This is an optimization exercise on Yosys and OpenROAD, whose aim is small area, not a production implementation.
Function was checked by simulation only, so behaviour that the tests miss may differ from the original.
No driver is modelled on the clock port, so clocking that relies on it looks cheaper here than on a real chip.
No activity file was given, so power comes from the tool's default toggle rates.

## i2c_wrapper
module i2c_wrapper #(
    parameter ADDR_WIDTH = 8,
    parameter DATA_WIDTH = 32
)(
    input  logic                    pclk,
    input  logic                    presetn,
    input  logic [ADDR_WIDTH-1:0]   paddr,
    input  logic                    psel,
    input  logic                    penable,
    input  logic                    pwrite,
    input  logic [DATA_WIDTH-1:0]   pwdata,
    output logic [DATA_WIDTH-1:0]   prdata,
    output logic                    pready,
    output logic                    pslverr,
    input  logic                    sda_in,
    output logic                    sda_out,
    output wire                     scl
);
==> flow/config.mk <==
export PLATFORM = sky130hd
export DESIGN_NAME = i2c_wrapper
export DESIGN_NICKNAME = i2c_wrapper
export VERILOG_FILES = /design/flow/design.v
export SDC_FILE = /design/flow/constraint.sdc
export NUM_CORES = 4
export LEC_CHECK = 0
export CAP_MARGIN = 0
export CORE_MARGIN = 2
export CORE_UTILIZATION = 40
export SLEW_MARGIN = 0
==> flow/constraint.sdc <==
create_clock -name core_clock -period 10.0 [get_ports {pclk}]
set_input_delay 2.0000 -clock core_clock [delete_from_list [all_inputs] [get_ports {pclk}]]
set_output_delay 2.0000 -clock core_clock [all_outputs]
set_load 0.01 [all_outputs]
standard.sh (not shown) runs the stock make flow with config.mk's settings and CLKGATE_MAP_FILE= SYNTH_SCRIPT=/design/flow/synth_recipe.tcl, a recipe that flattens the netlist after the stock synthesis.
==> flow/flow/run.sh <==
#!/bin/bash
# Layout flow: the standard flow (standard.sh) with three changes.
#  1. After the standard synthesis, the combinational cells are mapped again
#     by ABC with an area-oriented script (flow/area.abc). The flip-flops
#     are black boxes in that step, so every register keeps its instance
#     name and cell type from the standard synthesis.
#  2. The ports are buffered with sky130_fd_sc_hd__buf_1.
#  3. Clock tree synthesis gets its own arguments (flow/cts_args.txt).
# Each tool's output goes to a log file of its own in this folder.
set -euo pipefail
LIB=$FLOW_HOME/platforms/sky130hd/lib/sky130_fd_sc_hd__tt_025C_1v80.lib
R=orfs/results/sky130hd/i2c_wrapper/base
DU=$(grep -A40 "DONT_USE_CELLS +=" $FLOW_HOME/platforms/sky130hd/config.mk | grep -oE "sky130_fd_sc_hd__[a-z0-9_]+" | sed 's/^/-dont_use /' | tr '\n' ' ')

bash standard.sh synth > 1_standard_synth.log 2>&1
cp $R/1_2_yosys.v std_synth.v
python3 flow/comb_lib.py $LIB comb.lib > 2_comb_lib.log 2>&1
yosys -p "read_liberty comb.lib; read_liberty -lib -nooverwrite $LIB; \
  read_verilog std_synth.v; hierarchy -check -top $FLOW_TOP; flatten; rename -hide w:*.*; hierarchy -top $FLOW_TOP; read_liberty -lib -nooverwrite $LIB; opt -purge; \
  abc -liberty $LIB $DU -script flow/area.abc; opt_clean -purge; \
  setundef -zero; \
  hilomap -singleton -hicell sky130_fd_sc_hd__conb_1 HI -locell sky130_fd_sc_hd__conb_1 LO; \
  insbuf -buf sky130_fd_sc_hd__buf_4 A X; opt_clean -purge; \
  check -assert -mapped; stat -liberty $LIB; \
  write_verilog -noattr -nohex -nodec reabc.v" > 3_reabc_yosys.log 2>&1
cp reabc.v $R/1_2_yosys.v
CTS=$(cat flow/cts_args.txt)
bash standard.sh 'BUFFER_PORTS_ARGS=-buffer_cell sky130_fd_sc_hd__buf_1' "CTS_ARGS=$CTS" finish > 4_standard_finish.log 2>&1
==> flow/flow/cts_args.txt <==
-sink_clustering_enable -repair_clock_nets -dont_use_dummy_load -buf_list sky130_fd_sc_hd__clkbuf_4
Other scripts of this flow, unchanged in this note and not shown: flow/flow/area.abc, flow/flow/comb_lib.py
The starting point went through all stages and came out clean.
Next try:
==> flow/flow/cts_args.txt (replaced) <==
-sink_clustering_enable -repair_clock_nets -dont_use_dummy_load -buf_list sky130_fd_sc_hd__clkbuf_4 -sink_clustering_size 10 -sink_clustering_max_diameter 40 -num_static_layers 1
Total power decreases by about 5.5%.
Final cell count decreases by 2.1%.
Worst hold slack stays flat.
Utilization decreases by 0.77 points.
Maximum frequency is about the same.
Count of clock-buffer cells in the layout decreases by 20.
Design area decreases by about 1.6%.
Combinational power hardly moves.
Next try:
==> flow/flow/cts_args.txt (replaced) <==
-sink_clustering_enable -repair_clock_nets -dont_use_dummy_load -buf_list sky130_fd_sc_hd__clkbuf_8
The new run completed with no timing, DRC or antenna violations.
Utilization goes up by 1.3 points.
Clock-buffer cell count went up by 2.
Non-clock buffer count does not change.
First-iteration DRC count increases by 8.8%.
Cell count stays flat.
Power went up by 10%.
Area after synthesis stays the same.
Wire length barely changes.
Design area went up by 2.7%.
Synthesized cell count stays the same.
Next try:
==> flow/flow/cts_args.txt (replaced) <==
-sink_clustering_enable -repair_clock_nets -dont_use_dummy_load -buf_list sky130_fd_sc_hd__clkbuf_4 -sink_clustering_size 10 -sink_clustering_max_diameter 40
The new run finished clean.
Worst setup slack degrades by 0.010 ns.
Synthesized cell count does not change.
Routed wire length hardly moves.
First-iteration DRC count grows by about 7%.
Total power shrinks by about 9%.
Final area shrinks by about 2.6%.
Worst hold slack is about the same.
Clock skew grows by 0.084 ns.
Via count does not change.
Register-to-register slack improves by 0.09 ns.
Next try:
==> flow/flow/cts_args.txt (replaced) <==
-sink_clustering_enable -repair_clock_nets -dont_use_dummy_load -buf_list sky130_fd_sc_hd__clkbuf_4 -root_buf sky130_fd_sc_hd__clkbuf_8 -sink_clustering_size 10 -sink_clustering_max_diameter 40 -sink_clustering_levels 1
- fmax hardly moves
- area after synthesis stays the same
- routed wire length barely changes
- sequential power barely changes
- hold slack stays flat
- power is higher by 1.4%
- count of clock-buffer cells in the layout is unchanged
- clock skew goes down by 0.026 ns
- register-to-register slack gets worse by 0.07 ns
- worst setup slack is better by 0.013 ns


Another version of the RTL of i2c_wrapper (not shown whole).
Size in the first run: roughly 870 cells after synthesis, about 210 flip-flops, roughly 82 I/O pins, ~9300 µm² of cells after synthesis.
Settings: LEC_CHECK=0, ABC_AREA=1, CAP_MARGIN=20, CORE_MARGIN=2, CORE_UTILIZATION=40, SLEW_MARGIN=20; clock period 10.0 ns.
run.sh (not shown) runs the stock make flow with config.mk's settings and CLKGATE_MAP_FILE= SYNTH_SCRIPT=/design/flow/synth_recipe.tcl, a recipe that flattens the netlist after the stock synthesis.
Stock flow here: none of the scripts above is used.
Rerun with:
--- a/flow/config.mk
+++ b/flow/config.mk
@@ -6,7 +6,7 @@
 export NUM_CORES = 4
 export LEC_CHECK = 0
-export ABC_AREA = 1
 export CAP_MARGIN = 20
 export CORE_MARGIN = 2
 export CORE_UTILIZATION = 40
+export CTS_BUF_LIST = sky130_fd_sc_hd__clkbuf_2
 export SLEW_MARGIN = 20
Outcome:
- critical path depth decreases by 3
- cell area decreases by 4.6%
- clock skew increases by 0.030 ns
- utilization decreases by 2.0 points
- register-to-register slack improves by 0.05 ns
- non-clock buffer count increases by 3
- power decreases by 1.1%
- hold slack stays flat
- fmax increases by 2.3%


== job 7642 ==
Another version of the RTL of i2c_wrapper (not shown whole).
Size in the first run: about 560 cells after synthesis, ~8200 µm² of cells after synthesis.
==> flow/config.mk <==
export PLATFORM = sky130hd
export DESIGN_NAME = i2c_wrapper
export DESIGN_NICKNAME = i2c_wrapper
export VERILOG_FILES = /design/flow/design.v
export SDC_FILE = /design/flow/constraint.sdc
export NUM_CORES = 4
export LEC_CHECK = 0
export CAP_MARGIN = 20
export CORE_MARGIN = 2
export CORE_UTILIZATION = 55
export SLEW_MARGIN = 20
==> flow/constraint.sdc <==
create_clock -name core_clock -period 10.0 [get_ports {pclk}]
set_input_delay 2.0000 -clock core_clock [delete_from_list [all_inputs] [get_ports {pclk}]]
set_output_delay 2.0000 -clock core_clock [all_outputs]
set_load 0.01 [all_outputs]
standard.sh (not shown) runs the stock make flow with config.mk's settings and CLKGATE_MAP_FILE= SYNTH_SCRIPT=/design/flow/synth_recipe.tcl, a recipe that flattens the netlist after the stock synthesis.
==> flow/flow/area.abc <==
&get -n
&st
&dc2
&dch -f
&nf -R 1000 -p -a
&put
topo
dnsize
==> flow/flow/comb_lib.py <==
# Writes a copy of a liberty file that keeps only the combinational cells
# (no ff, latch or statetable groups), so that yosys can read their functions
# while the sequential cells stay black boxes.
import re, sys
txt = open(sys.argv[1]).read()
starts = [m.start() for m in re.finditer(r'\n\s*cell \(', txt)]
head = txt[:starts[0]]
starts.append(txt.rindex('}'))
keep = []
for a, b in zip(starts, starts[1:]):
    seg = txt[a:b]
    if re.search(r'\b(ff|latch|statetable)\s*\(', seg):
        continue
    keep.append(seg)
open(sys.argv[2], 'w').write(head + ''.join(keep) + '\n}\n')
==> flow/flow/cts_args.txt <==
-sink_clustering_enable -repair_clock_nets -dont_use_dummy_load -buf_list sky130_fd_sc_hd__clkbuf_1 sky130_fd_sc_hd__clkbuf_2
Scripts as last shown in full above: flow/flow/run.sh
Status: job 7642 FAILED at clock tree synthesis (4_1_cts) (tool error)
diff inputs: job 7642 => job 6300
Settings: changing CAP_MARGIN from 20 to 0; changing SLEW_MARGIN from 20 to 0; changing CORE_UTILIZATION from 55 to 40.
==> flow/flow/cts_args.txt <==
-sink_clustering_enable -repair_clock_nets -dont_use_dummy_load -buf_list sky130_fd_sc_hd__clkbuf_4 -sink_clustering_size 10 -sink_clustering_max_diameter 40
## What came out
Every stage of the flow completed for job 6300, and the final layout passed the timing, design-rule and antenna checks. Job 7642 → job 6300: I/O pin count has remained practically unchanged, pre-CTS worst setup slack has decreased, number of input and output port buffers inserted has remained practically unchanged, synthesized cell count has remained practically unchanged, cell area after placement has increased. Die height (higher): job 6300. For row count, dividing the value from job 7642 by the value from job 6300 gives 0.846. Compared with job 7642, job 6300 shows die boundary width higher by 17%. [diff] detailed-placement wirelength estimate, job 6300 relative to job 7642: regression. Looking at number of instances in the placed design, job 6300 sits 84 higher than job 7642 does.
#### Input delta (job 4236 over job 6300)
Settings: swapping 40 for 55 in CORE_UTILIZATION.
## What came out
- Job 6300 → job 4236: clock power went down by about 2%; non-clock buffer total of the final layout went up 2; minimum clock period lower; clock share of power fell 0.3 points; total wire length moved down.
- Looking at worst hold slack across job 4236 and job 6300, the one that comes out higher is job 4236.
- The combinational group share of total power reported for job 4236 is greater than that of job 6300 by 0.3 points.
- Between job 6300 and job 4236, area added between synthesis and finish decreased.


== oak ==
i2c_wrapper, a different RTL version from the one above (not shown whole).
Size in the first run: about 550 cells after synthesis, about 82 I/O pins, ~8100 um^2 of cells after synthesis.
==> flow/design.v (excerpt) <==
module i2c_wrapper #(
    parameter ADDR_WIDTH = 8,
    parameter DATA_WIDTH = 32
)(
    input  logic                    pclk,
    input  logic                    presetn,
    input  logic [ADDR_WIDTH-1:0]   paddr,
    input  logic                    psel,
    input  logic                    penable,
    input  logic                    pwrite,
    input  logic [DATA_WIDTH-1:0]   pwdata,
    output logic [DATA_WIDTH-1:0]   prdata,
    output logic                    pready,
    output logic                    pslverr,
    input  logic                    sda_in,
    output logic                    sda_out,
    output wire                     scl
);
clock: 10.0 ns
lec_check: 0
cap_margin: 0
core_margin: 2
core_utilization: 40
slew_margin: 0
==> flow/flow/area.abc <==
&get -n
&st
&dc2
&dch -f
&nf -R 1000 -p -a
&st
&dc2
&dch -f
&nf -R 1000 -p -a
&put
topo
dnsize
==> flow/flow/cts_args.txt <==
-sink_clustering_enable -repair_clock_nets -dont_use_dummy_load -buf_list sky130_fd_sc_hd__clkbuf_4 -sink_clustering_size 12 -sink_clustering_max_diameter 30
Scripts as last shown in full above: flow/flow/run.sh, flow/flow/comb_lib.py
--- input diff oak..pine ---
Settings: a change of CORE_UTILIZATION from 40 to 50.
==> flow/flow/cts_args.txt <==
-sink_clustering_enable -repair_clock_nets -dont_use_dummy_load -buf_list sky130_fd_sc_hd__clkbuf_4 -sink_clustering_size 10 -sink_clustering_max_diameter 40
==> run notes <==
- pine: maximum VDD drop is about 0.7% lower than what oak reported.
- Re number of filler instances in the final layout: oak and pine aren't equal, and the lower value belongs to pine.
- Of oak and pine, oak shows the lower all-layer global routing usage, with pine above it.
- Number of cells on the critical path, oak and pine: larger value in pine
- Higher part of the total power dissipated in the clock network among oak and pine: oak
- Changes observed in pine relative to oak: total power draw fell by about 4%; total length of routed wires picked up an extra 0.70%.
- Looking at highest metal layer used by the detailed router, the met5 result is from oak; the met4 one comes from pine.
- On layout-stage area growth over the synthesis result, the higher figure sits with oak, not pine.
- Diff oak..pine | sequential cell count | negligible
- oak ended up with prdata[18] as its critical path capture point; pine ended up with prdata[31].
- Largest fanout of any net on the critical path: pine vs oak down about 30%
- pine: setup slack lower than oak
Relative to pine, the following input files were edited for birch:
Settings: CORE_UTILIZATION now 40, was 50.
==> flow/flow/cts_args.txt <==
-sink_clustering_enable -repair_clock_nets -dont_use_dummy_load -buf_list sky130_fd_sc_hd__clkbuf_4 -sink_clustering_size 12 -sink_clustering_max_diameter 40
Results
- Global-route usage (birch over pine): decrease, 5.5 points
- Re placed cell area: pine was lower than birch.
- met2 wirelength from detailed routing was higher in the run labelled pine.
- pine → birch: wire length on met3 went down; leakage power held steady.
- The lower final cell utilization of the core came out of birch.
- [birch] power per cell area fell 0.99 nW/um^2 relative to pine
- Gate count after technology mapping: pine vs birch — no meaningful difference
- birch vs. pine: number of cells on the worst hold path now sits at about the same level; hold slack now sits higher; timing-limited maximum frequency now sits higher.
--- input diff birch..maple ---
==> flow/flow/cts_args.txt <==
-sink_clustering_enable -repair_clock_nets -dont_use_dummy_load -buf_list sky130_fd_sc_hd__clkbuf_8 -sink_clustering_size 16 -sink_clustering_max_diameter 30
[compare] base=birch new=maple: arrival time of data at the critical path endpoint shows no meaningful change, post-route worst hold slack shows a reduction of 11 ps.
From maple to birch, average footprint of a synthesized cell did not move at all.
maple and birch ended up with nearly the same highest attainable clock frequency.
Against birch as the reference, maple delivers a higher count of vias placed by the detailed router.
Sort maple and birch by insertion delay of the later-clocked pin in the worst-skew pair, ascending, and maple comes first.
Taking birch as the reference, in maple utilization went up; total power consumption of the routed design went up.


north:
i2c_wrapper, a different RTL version from the one above (not shown whole).
Size: ~550 cells after synthesis, ~82 I/O pins, ~8000 um^2 of cells after synthesis.
==> flow/config.mk <==
export PLATFORM = sky130hd
export DESIGN_NAME = i2c_wrapper
export DESIGN_NICKNAME = i2c_wrapper
export VERILOG_FILES = /design/flow/design.v
export SDC_FILE = /design/flow/constraint.sdc
export NUM_CORES = 4
export LEC_CHECK = 0
export CAP_MARGIN = 0
export CORE_MARGIN = 2
export CORE_UTILIZATION = 70
export SLEW_MARGIN = 0
==> flow/constraint.sdc <==
create_clock -name core_clock -period 10.0 [get_ports {pclk}]
set_input_delay 2.0000 -clock core_clock [delete_from_list [all_inputs] [get_ports {pclk}]]
set_output_delay 2.0000 -clock core_clock [all_outputs]
set_load 0.01 [all_outputs]
==> flow/flow/run.sh <==
#!/bin/bash
# Layout flow: the standard flow (standard.sh) with these changes.
#  1. After the standard synthesis, the combinational cells are mapped again
#     by ABC with area-oriented scripts (flow/area*.abc); the smallest result
#     is kept. The flip-flops are black boxes in that step, so every register
#     keeps its instance name and cell type from the standard synthesis.
#  2. The ports are buffered with sky130_fd_sc_hd__buf_1.
#  3. The clock tree is built by flow/clock_tree.tcl (two balanced buffer
#     levels: one root buffer fed by the clock port, one leaf buffer per
#     group of nearby flip-flops), sourced at the start of ORFS's CTS step;
#     TritonCTS is then pointed at the clock port net only, which now has a
#     single sink, so it adds nothing. The rest of the CTS step (placement
#     legalisation, timing repair) runs as usual.
# Each tool's output goes to a log file of its own in this folder.
set -euo pipefail
LIB=$FLOW_HOME/platforms/sky130hd/lib/sky130_fd_sc_hd__tt_025C_1v80.lib
R=orfs/results/sky130hd/i2c_wrapper/base
DU=$(grep -A40 "DONT_USE_CELLS +=" $FLOW_HOME/platforms/sky130hd/config.mk | grep -oE "sky130_fd_sc_hd__[a-z0-9_]+" | sed 's/^/-dont_use /' | tr '\n' ' ')
export CLK_PORT=$(sed -n 's/.*create_clock.*get_ports {*\([A-Za-z0-9_]*\)}*.*/\1/p' constraint.sdc | head -1)

bash standard.sh synth > 1_standard_synth.log 2>&1
cp $R/1_2_yosys.v std_synth.v
python3 flow/comb_lib.py $LIB comb.lib > 2_comb_lib.log 2>&1
best=""
best_area=""
for s in flow/area*.abc; do
  n=$(basename $s .abc)
  yosys -p "read_liberty comb.lib; read_liberty -lib -nooverwrite $LIB; \
    read_verilog std_synth.v; hierarchy -check -top $FLOW_TOP; flatten; rename -hide w:*.*; \
    hierarchy -top $FLOW_TOP; read_liberty -lib -nooverwrite $LIB; opt -purge; \
    abc -liberty $LIB $DU -script $s; opt_clean -purge; \
    setundef -zero; \
    hilomap -singleton -hicell sky130_fd_sc_hd__conb_1 HI -locell sky130_fd_sc_hd__conb_1 LO; \
    insbuf -buf sky130_fd_sc_hd__buf_4 A X; opt_clean -purge; \
    check -assert -mapped; tee -o reabc_$n.stat stat -liberty $LIB; \
    write_verilog -noattr -nohex -nodec reabc_$n.v" > 3_reabc_yosys_$n.log 2>&1
  a=$(sed -n "s/.*Chip area for module .*: \([0-9.]*\).*/\1/p" reabc_$n.stat | tail -1)
  echo "$n $a" >> 3_reabc_areas.txt
  if [[ -z "$best" ]] || awk -v a="$a" -v b="$best_area" 'BEGIN { exit !(a < b) }'; then
    best=$n
    best_area=$a
  fi
done
echo "kept $best $best_area" >> 3_reabc_areas.txt
cp reabc_$best.v reabc.v
cp reabc.v $R/1_2_yosys.v
bash standard.sh 'BUFFER_PORTS_ARGS=-buffer_cell sky130_fd_sc_hd__buf_1' \
  "PRE_CTS_TCL=$PWD/flow/clock_tree.tcl" \
  "CTS_ARGS=-clk_nets $CLK_PORT -buf_list sky130_fd_sc_hd__clkbuf_4" \
  finish > 4_standard_finish.log 2>&1
==> flow/flow/clock_tree.tcl <==
# Builds the clock tree by hand before ORFS's CTS step (sourced as
# PRE_CTS_TCL): the flip-flops are split into groups of at most
# CLK_GROUP by recursive median cuts of their placement, each group gets
# one leaf buffer at its centre, and one root buffer at the centre of the
# leaf buffers is driven by the clock port. Every flip-flop sees the same
# two buffer levels. A group whose estimated load (pins plus half-perimeter
# wire) is large gets the stronger leaf buffer, to keep its clock slew low.
set leaf_cell sky130_fd_sc_hd__clkbuf_4
set root_cell sky130_fd_sc_hd__clkbuf_16
set group_max 12
set big_leaf_cell sky130_fd_sc_hd__clkbuf_8
# estimated leaf load in fF: 1.75 per clock pin + 0.3 per um of half-perimeter
set big_load_ff 36.5
if { [info exists ::env(CLK_GROUP)] } { set group_max $::env(CLK_GROUP) }
if { [info exists ::env(CLK_LEAF)] } { set leaf_cell $::env(CLK_LEAF) }
if { [info exists ::env(CLK_ROOT)] } { set root_cell $::env(CLK_ROOT) }

set db [ord::get_db]
set block [ord::get_db_block]
set clk_net [$block findNet $::env(CLK_PORT)]

set pts {}
foreach it [$clk_net getITerms] {
  set inst [$it getInst]
  set bb [$inst getBBox]
  set x [expr { ([$bb xMin] + [$bb xMax]) / 2 }]
  set y [expr { ([$bb yMin] + [$bb yMax]) / 2 }]
  lappend pts [list $x $y $it]
}
puts "clock_tree: [llength $pts] clock sinks"

proc split_groups { pts gmax } {
  set n [llength $pts]
  set g [expr { int(ceil(double($n) / $gmax)) }]
  if { $g <= 1 } { return [list $pts] }
  set xs [lmap p $pts { lindex $p 0 }]
  set ys [lmap p $pts { lindex $p 1 }]
  set dx [expr { [tcl::mathfunc::max {*}$xs] - [tcl::mathfunc::min {*}$xs] }]
  set dy [expr { [tcl::mathfunc::max {*}$ys] - [tcl::mathfunc::min {*}$ys] }]
  set k [expr { $dx >= $dy ? 0 : 1 }]
  set s [lsort -integer -index $k $pts]
  set g1 [expr { $g / 2 }]
  set n1 [expr { int(round(double($n) * $g1 / $g)) }]
  return [concat [split_groups [lrange $s 0 [expr { $n1 - 1 }]] $gmax] \
                 [split_groups [lrange $s $n1 end] $gmax]]
}

set groups [split_groups $pts $group_max]
puts "clock_tree: [llength $groups] groups"

set leaf_master [$db findMaster $leaf_cell]
set big_master [$db findMaster $big_leaf_cell]
set dbu [$block getDbUnitsPerMicron]
set nbig 0
set root_master [$db findMaster $root_cell]
set root [odb::dbInst_create $block $root_master clk_root_buf]
set root_net [odb::dbNet_create $block clk_root_net]
$root_net setSigType CLOCK
[$root findITerm X] connect $root_net

set i 0
set sx 0
set sy 0
foreach grp $groups {
  set xs [lmap p $grp { lindex $p 0 }]
  set ys [lmap p $grp { lindex $p 1 }]
  set hp [expr { double([tcl::mathfunc::max {*}$xs] - [tcl::mathfunc::min {*}$xs] + \
                        [tcl::mathfunc::max {*}$ys] - [tcl::mathfunc::min {*}$ys]) / $dbu }]
  set load [expr { 1.75 * [llength $grp] + 0.3 * $hp }]
  if { $load > $big_load_ff } {
    set m $big_master
    incr nbig
  } else {
    set m $leaf_master
  }
  set leaf [odb::dbInst_create $block $m clk_leaf_buf_$i]
  set net [odb::dbNet_create $block clk_leaf_net_$i]
  $net setSigType CLOCK
  set cx 0
  set cy 0
  foreach p $grp {
    set it [lindex $p 2]
    $it disconnect
    $it connect $net
    set cx [expr { $cx + [lindex $p 0] }]
    set cy [expr { $cy + [lindex $p 1] }]
  }
  set cx [expr { $cx / [llength $grp] }]
  set cy [expr { $cy / [llength $grp] }]
  [$leaf findITerm X] connect $net
  [$leaf findITerm A] connect $root_net
  $leaf setLocation $cx $cy
  $leaf setPlacementStatus PLACED
  set sx [expr { $sx + $cx }]
  set sy [expr { $sy + $cy }]
  incr i
}
[$root findITerm A] connect $clk_net
$root setLocation [expr { $sx / $i }] [expr { $sy / $i }]
$root setPlacementStatus PLACED
global_connect
detailed_placement
puts "clock_tree: $i leaf buffers ($nbig of them $big_leaf_cell, the rest $leaf_cell), root $root_cell"
Scripts as last shown in full above: flow/flow/comb_lib.py
Other scripts of this flow, unchanged in this note and not shown: flow/flow/area1.abc, flow/flow/area2.abc, flow/flow/area3.abc, flow/flow/area4.abc, flow/flow/area5.abc, flow/flow/area6.abc, flow/flow/area7.abc, flow/flow/area8.abc
The following lists how middle was set up differently from north:
diff --git a/flow/flow/clock_tree.tcl b/flow/flow/clock_tree.tcl
--- a/flow/flow/clock_tree.tcl
+++ b/flow/flow/clock_tree.tcl
@@ -9,3 +9,3 @@
 set root_cell sky130_fd_sc_hd__clkbuf_16
-set group_max 12
+set group_max 14
 set big_leaf_cell sky130_fd_sc_hd__clkbuf_8
Findings:
- For the final critical delay including setup and external delays, middle came in 27 ps lower than north did.
- north → middle: via count now larger, overall routed net length +180 um, synthesized netlist cell count roughly the same, power climbed 0.039 mW, setup slack of the most critical reg-to-reg path shows a reduction of 40 ps.
- Compared with north, middle shows a average wire per cell in the routed design that is 0.31 um higher.

separate check: timing with driven ports:
The results above use ideal ports. As a check the final layouts listed here were re-extracted and re-timed, cells and wires unchanged. Step 1, drivers: a clkbuf_16 drives pclk and a buf_2 each remaining input, both assumed. Step 2, shift: input delay + t, output delay - t, t = (earliest + latest rising clock arrival at the registers) / 2. This alone moves slack from input paths to output paths. a / b / c = ideal ports / drivers / drivers and shift; a / b = the first two.
run	shift t [ns]	slack for setup (ns)	hold WS [ns]	slew at the worst register clock pin (ns)
the first run of note 1	0.647	3.326 / 3.299 / 3.299	0.353 / 0.353 / 0.353	0.07 / 0.07
the second run of note 1	0.617	3.344 / 3.317 / 3.317	0.355 / 0.355 / 0.355	0.10 / 0.10
the third run of note 1	0.528	3.328 / 3.301 / 3.301	0.353 / 0.353 / 0.353	0.06 / 0.06
the fourth run of note 1	0.630	3.318 / 3.291 / 3.291	0.354 / 0.354 / 0.354	0.10 / 0.10
the fifth run of note 1	0.525	3.330 / 3.303 / 3.303	0.356 / 0.356 / 0.356	0.10 / 0.10
the first run of note 2	0.542	2.946 / 2.922 / 2.922	0.387 / 0.387 / 0.387	0.07 / 0.07
the second run of note 2	0.800	3.104 / 3.082 / 3.082	0.386 / 0.386 / 0.386	0.12 / 0.12
job 6300	0.671	3.905 / 3.874 / 3.874	0.371 / 0.371 / 0.371	0.11 / 0.11
job 4236	0.666	3.989 / 3.964 / 3.964	0.428 / 0.428 / 0.428	0.11 / 0.11
oak	0.635	3.905 / 3.884 / 3.884	0.384 / 0.384 / 0.384	0.11 / 0.11
pine	0.672	3.571 / 3.549 / 3.549	0.382 / 0.382 / 0.382	0.10 / 0.10
birch	0.682	3.898 / 3.877 / 3.877	0.386 / 0.386 / 0.386	0.12 / 0.12
maple	0.541	3.887 / 3.866 / 3.866	0.375 / 0.375 / 0.375	0.07 / 0.07
north	0.425	3.150 / 3.130 / 3.130	0.465 / 0.465 / 0.465	0.11 / 0.11
middle	0.440	3.177 / 3.157 / 3.157	0.425 / 0.425 / 0.425	0.12 / 0.12
After both steps every run listed still meets setup and hold. The setup slack of job 6300, which loses most, moves by -0.031 ns with the drivers and by -0.031 ns with both steps.
